Background: an optimization exercise with open tools, aiming at small area. Do not read the settings as production practice.
Only simulation tests tie the RTL to the original design; equivalence was not proved.
Power is estimated from default activity; no workload was simulated.

== job 6688 ==
Design poly_unit, start of the top module:
module poly_unit(clk, resetn, go, data_in, data_result, hex0, hex1);
Size in the first run: about 240 cells after synthesis, ~36 flip-flops, roughly 33 I/O pins, about 0.0022 sq mm of cells after synthesis.
==> flow/config.mk <==
export PLATFORM = sky130hd
export DESIGN_NAME = poly_unit
export DESIGN_NICKNAME = poly_unit
export VERILOG_FILES = /design/flow/design.v
export SDC_FILE = /design/flow/constraint.sdc
export NUM_CORES = 4
export LEC_CHECK = 0
export CAP_MARGIN = 20
export CORE_MARGIN = 2
export CORE_UTILIZATION = 75
export PLACE_DENSITY = 0.8
export SLEW_MARGIN = 20
==> flow/constraint.sdc <==
create_clock -name core_clock -period 6.0 [get_ports {clk}]
set_input_delay 1.2000 -clock core_clock [delete_from_list [all_inputs] [get_ports {clk}]]
set_output_delay 1.2000 -clock core_clock [all_outputs]
set_load 0.01 [all_outputs]
standard.sh (not shown) runs the stock make flow with config.mk's settings and CLKGATE_MAP_FILE= SYNTH_SCRIPT=/design/flow/synth_recipe.tcl, a recipe that flattens the netlist after the stock synthesis.
==> flow/flow/run.sh <==
#!/bin/bash
# The standard layout (standard.sh) with these changes to how it is made:
#  - synthesis is the standard flow's own script (synth_recipe.tcl) with two changes:
#    Yosys's synth also skips its quick ABC pass (-noabc, besides -nofsm
#    -noshare), extract_fa extracts only full adders (-fa), and the final
#    ABC technology mapping runs flow/abc_area.script, an area-oriented
#    script. Registers are mapped before ABC, so they are the standard
#    synthesis's.
#  - the port buffers are sky130_fd_sc_hd__buf_1;
#  - the clock tree uses clkbuf_4 in clusters of at most 8 sinks, with no
#    dummy loads.
# Each tool's output goes to a log of its own in this folder.
set -euo pipefail
work=$(pwd)
{
  echo 'proc synth {args} { yosys synth -nofsm -noshare -noabc {*}$args }'
  cat <<TCL
proc extract_fa {args} { yosys extract_fa -fa {*}\$args }
proc abc {args} {
  set i [lsearch -exact \$args -script]
  if { \$i >= 0 } {
    set args [lreplace \$args \$i [expr {\$i + 1}] -script $work/flow/abc_area.script]
  }
  yosys abc {*}\$args
}
TCL
  # synth_recipe.tcl without its first line, the proc synth replaced above
  head -1 "$work/synth_recipe.tcl" | grep -q '^proc synth ' || { echo "unexpected synth_recipe.tcl" >&2; exit 1; }
  tail -n +2 "$work/synth_recipe.tcl"
} > "$work/area_synth.tcl"
args=("SYNTH_SCRIPT=$work/area_synth.tcl"
      "BUFFER_PORTS_ARGS=-buffer_cell sky130_fd_sc_hd__buf_1"
      "CTS_ARGS=-sink_clustering_enable -repair_clock_nets -dont_use_dummy_load -sink_clustering_size 8 -buf_list sky130_fd_sc_hd__clkbuf_4")
bash standard.sh "${args[@]}" synth > synth.log 2>&1
bash standard.sh "${args[@]}" finish > layout.log 2>&1
==> flow/flow/abc_area.script <==
strash
dch -f
map -a
mfs2
strash
dch -f
map -a
mfs2
strash
dch -f
amap
Job 6688 ran to completion and came out clean on the timing, DRC and antenna checks.
The following lists how job 787 was set up differently from job 6688:
Settings: CORE_UTILIZATION: 75 -> 60; PLACE_DENSITY: 0.8 -> unset.
--- a/flow/flow/run.sh
+++ b/flow/flow/run.sh
@@ -5,5 +5,6 @@
 #    -noshare), extract_fa extracts only full adders (-fa), and the final
 #    ABC technology mapping runs flow/abc_area.script, an area-oriented
-#    script. Registers are mapped before ABC, so they are the standard
+#    script, without the weak _0 cells and clkinv_1, which have same-area
+#    twins. Registers are mapped before ABC, so they are the standard
 #    synthesis's.
 #  - the port buffers are sky130_fd_sc_hd__buf_1;
@@ -22,4 +23,9 @@
     set args [lreplace \$args \$i [expr {\$i + 1}] -script $work/flow/abc_area.script]
   }
+  # weak cells with a same-area _1 (or inv_1) twin: leave them out so that the
+  # placer need not buffer their nets
+  foreach c {o21ai_0 a21boi_0 and2_0 o311ai_0 or2_0 clkinv_1} {
+    lappend args -dont_use sky130_fd_sc_hd__\$c
+  }
   yosys abc {*}\$args
 }
--- outcome ---
Switching power total, job 787 vs job 6688: down by a few percent. Fraction of the mapped netlist area in simple logic gates: job 787 and job 6688 compared, lower one is job 787. Job 6688 → job 787: final-layout worst hold slack -0.0091 ns; layout-stage area growth over the synthesis result +0.28 points; sequential power ~0 delta. Re via count: job 787 is 5.7% down on job 6688.
### job 787 -> job 8257
Settings: GPL_TIMING_DRIVEN newly set to 0.
==> flow/flow/abc_area.script <==
strash
dch -f
amap
mfs2
strash
dch -f
amap
mfs2
strash
dch -f
amap
==> run notes <==
As of job 8257, final instance area had fallen slightly compared to job 787. Having completed the whole flow, job 8257 delivered a layout that passed the timing, DRC and antenna checks. Job 787 completed; timing, DRC and antenna clean. Job 8257 vs job 787: total power draw up slightly. On job 8257: total nets after synthesis is about 2.2% lower than what job 787 gave. Of job 8257 and job 787, the run reporting the lower number of standard-cell rows in the floorplan was job 8257. There was hardly any difference in clock network power between job 8257 and job 787. Job 8257 has global-route met3 utilization below what job 787 had. Worst setup slack, job 8257 and job 787: smaller value in job 8257.
## Diff of input files: job 835 against job 8257
Settings: CORE_UTILIZATION now 70, was 60; PLACE_DENSITY now 0.75, previously not set.
==> run notes <==
Final period utilization for job 835: 1.9 points down relative to job 8257
Post-route minimum period: job 835 vs job 8257 down 0.11 ns
As of job 835, via count had risen by a few percent compared to job 8257.


Starting RTL as in the previous note.
## poly_unit
module poly_unit(clk, resetn, go, data_in, data_result, hex0, hex1);
    input clk;
    input resetn;
    input go;
    input [7:0] data_in;
    output reg [7:0] data_result;
    output [6:0] hex0, hex1;
    reg [3:0] st;
    reg [7:0] a, r2, r3;
    wire [7:0] y;
    wire cyc  = st[3];
    wire cyc4 = st[3] & st[2];
    wire sh   = ~st[3] & ~st[0] & go;      
    wire adv  = cyc | (st[0] ^ go);
    always @(posedge clk) begin
        if (!resetn)
            st <= 4'd0;
        else if (cyc4)
            st <= 4'd0;
        else if (adv)
            st <= st + 4'd1;
    end
    always @(posedge clk) begin
        if (sh) begin
            r3 <= data_in;
            r2 <= r3;
            a  <= st[2] ? y : 8'd0;        
        end
    end
    always @(posedge clk) begin
        if (!resetn)
            data_result <= 8'd0;
        else if (cyc4)
            data_result <= y;
    end
    mac8 u_mac(.m(a), .q(cyc ? r3 : data_in), .k(r2), .y(y));
    hex7 h0(.h(data_result[3:0]), .s(hex0));
    hex7 h1(.h(data_result[7:4]), .s(hex1));
endmodule
clock: 6.0 ns
lec_check: 0
cap_margin: 20
core_margin: 2
core_utilization: 60
gpl_timing_driven: 0
slew_margin: 20
==> flow/flow/run.sh <==
#!/bin/bash
# The standard layout (standard.sh) with these changes to how it is made:
#  - synthesis is the standard flow's own script (synth_recipe.tcl) with two changes:
#    Yosys's synth also skips its quick ABC pass (-noabc, besides -nofsm
#    -noshare), extract_fa extracts only full adders (-fa), and the final
#    ABC technology mapping runs flow/abc_area.script, an area-oriented
#    script, without the weak _0 cells and clkinv_1, which have same-area
#    twins. Registers are mapped before ABC, so they are the standard
#    synthesis's.
#  - the port buffers are sky130_fd_sc_hd__buf_1;
#  - the clock tree uses clkbuf_4 in clusters of at most 8 sinks, with no
#    dummy loads.
# Each tool's output goes to a log of its own in this folder.
set -euo pipefail
work=$(pwd)
{
  echo 'proc synth {args} { yosys synth -nofsm -noshare -noabc {*}$args }'
  cat <<TCL
proc extract_fa {args} { yosys extract_fa -fa {*}\$args }
proc abc {args} {
  set i [lsearch -exact \$args -script]
  if { \$i >= 0 } {
    set args [lreplace \$args \$i [expr {\$i + 1}] -script $work/flow/abc_area.script]
  }
  # weak cells with a same-area _1 (or inv_1) twin: leave them out so that the
  # placer need not buffer their nets
  foreach c {o21ai_0 a21boi_0 and2_0 o311ai_0 or2_0 clkinv_1} {
    lappend args -dont_use sky130_fd_sc_hd__\$c
  }
  yosys abc {*}\$args
}
TCL
  # synth_recipe.tcl without its first line, the proc synth replaced above
  head -1 "$work/synth_recipe.tcl" | grep -q '^proc synth ' || { echo "unexpected synth_recipe.tcl" >&2; exit 1; }
  tail -n +2 "$work/synth_recipe.tcl"
} > "$work/area_synth.tcl"
args=("SYNTH_SCRIPT=$work/area_synth.tcl"
      "BUFFER_PORTS_ARGS=-buffer_cell sky130_fd_sc_hd__buf_1"
      "CTS_ARGS=-sink_clustering_enable -repair_clock_nets -dont_use_dummy_load -sink_clustering_size 8 -buf_list sky130_fd_sc_hd__clkbuf_4")
bash standard.sh "${args[@]}" synth > synth.log 2>&1
bash standard.sh "${args[@]}" finish > layout.log 2>&1
==> flow/flow/abc_area.script <==
strash
dch -f
map -a
mfs2
strash
dch -f
map -a
mfs2
strash
dch -f
amap
The first run completed with no timing, DRC or antenna violations.
Rerun with:
--- a/flow/flow/run.sh
+++ b/flow/flow/run.sh
@@ -6,4 +6,3 @@
 #    ABC technology mapping runs flow/abc_area.script, an area-oriented
-#    script, without the weak _0 cells and clkinv_1, which have same-area
-#    twins. Registers are mapped before ABC, so they are the standard
+#    script. Registers are mapped before ABC, so they are the standard
 #    synthesis's.
@@ -24,7 +23,2 @@
   }
-  # weak cells with a same-area _1 (or inv_1) twin: leave them out so that the
-  # placer need not buffer their nets
-  foreach c {o21ai_0 a21boi_0 and2_0 o311ai_0 or2_0 clkinv_1} {
-    lappend args -dont_use sky130_fd_sc_hd__\$c
-  }
   yosys abc {*}\$args
Settings changed: GPL_TIMING_DRIVEN 0 to default.
Effect: Count of clock-buffer cells in the layout is unchanged; via count rises by 3.6%; total power is about the same; sequential share of layout area falls by 0.36 points.
Rerun with:
--- a/flow/flow/run.sh
+++ b/flow/flow/run.sh
@@ -6,3 +6,4 @@
 #    ABC technology mapping runs flow/abc_area.script, an area-oriented
-#    script. Registers are mapped before ABC, so they are the standard
+#    script, without the weak _0 cells and clkinv_1, which have same-area
+#    twins. Registers are mapped before ABC, so they are the standard
 #    synthesis's.
@@ -23,2 +24,7 @@
   }
+  # weak cells with a same-area _1 (or inv_1) twin: leave them out so that the
+  # placer need not buffer their nets
+  foreach c {o21ai_0 a21boi_0 and2_0 o311ai_0 or2_0 clkinv_1} {
+    lappend args -dont_use sky130_fd_sc_hd__\$c
+  }
   yosys abc {*}\$args
==> flow/flow/abc_area.script (replaced) <==
strash
dch -f
amap
mfs2
strash
dch -f
amap
mfs2
strash
dch -f
amap
Outcome:
- first-iteration DRC count increases by 53%
- routed wire length decreases by 6.5%
- utilization increases by 2.8 points
- worst hold slack improves by 17 ps
- die area decreases by 0.80%
- worst setup slack degrades by 71 ps
- cell count decreases by 3.6%
- fmax decreases by 1.4%
- total power increases by 1.8%
- non-clock buffer count decreases by 2
- synthesized area decreases by 0.85%

[separate check: timing with driven ports]
No port has a modelled driver above. Below, the same layouts with a new extraction and two added sets of constraints. Step 1 assumes that a clkbuf_16 drives the clock port and a buf_2 every other input. Step 2 moves the port delays by t, midway between the first and last clock arrival at a register: inputs arrive t later, outputs are due t later. That takes back most of the time a late clock gives input paths. a / b / c = no drivers / after step 1 / after step 2; a / b = the first two.
run	t, ns	setup slack, ns	worst setup path at the end	worst register clock-pin slew, ns
job 6688	0.362	0.778 / 0.780 / 0.418	input to register	0.10 / 0.10
job 787	0.351	1.004 / 1.007 / 0.656	input to register	0.12 / 0.12
job 8257	0.356	0.535 / 0.541 / 0.185	input to register	0.10 / 0.10
job 835	0.362	0.650 / 0.648 / 0.286	input to register	0.12 / 0.12
the first run of note 2	0.347	0.673 / 0.673 / 0.492	input to register	0.10 / 0.10
the second run of note 2	0.354	0.997 / 0.996 / 0.642	input to register	0.11 / 0.11
the third run of note 2	0.350	0.926 / 0.929 / 0.579	input to register	0.10 / 0.10
After both steps every run listed still meets setup and hold. For job 835, which loses most, drivers alone change the setup slack by -0.002 ns; drivers and shift together by -0.364 ns.
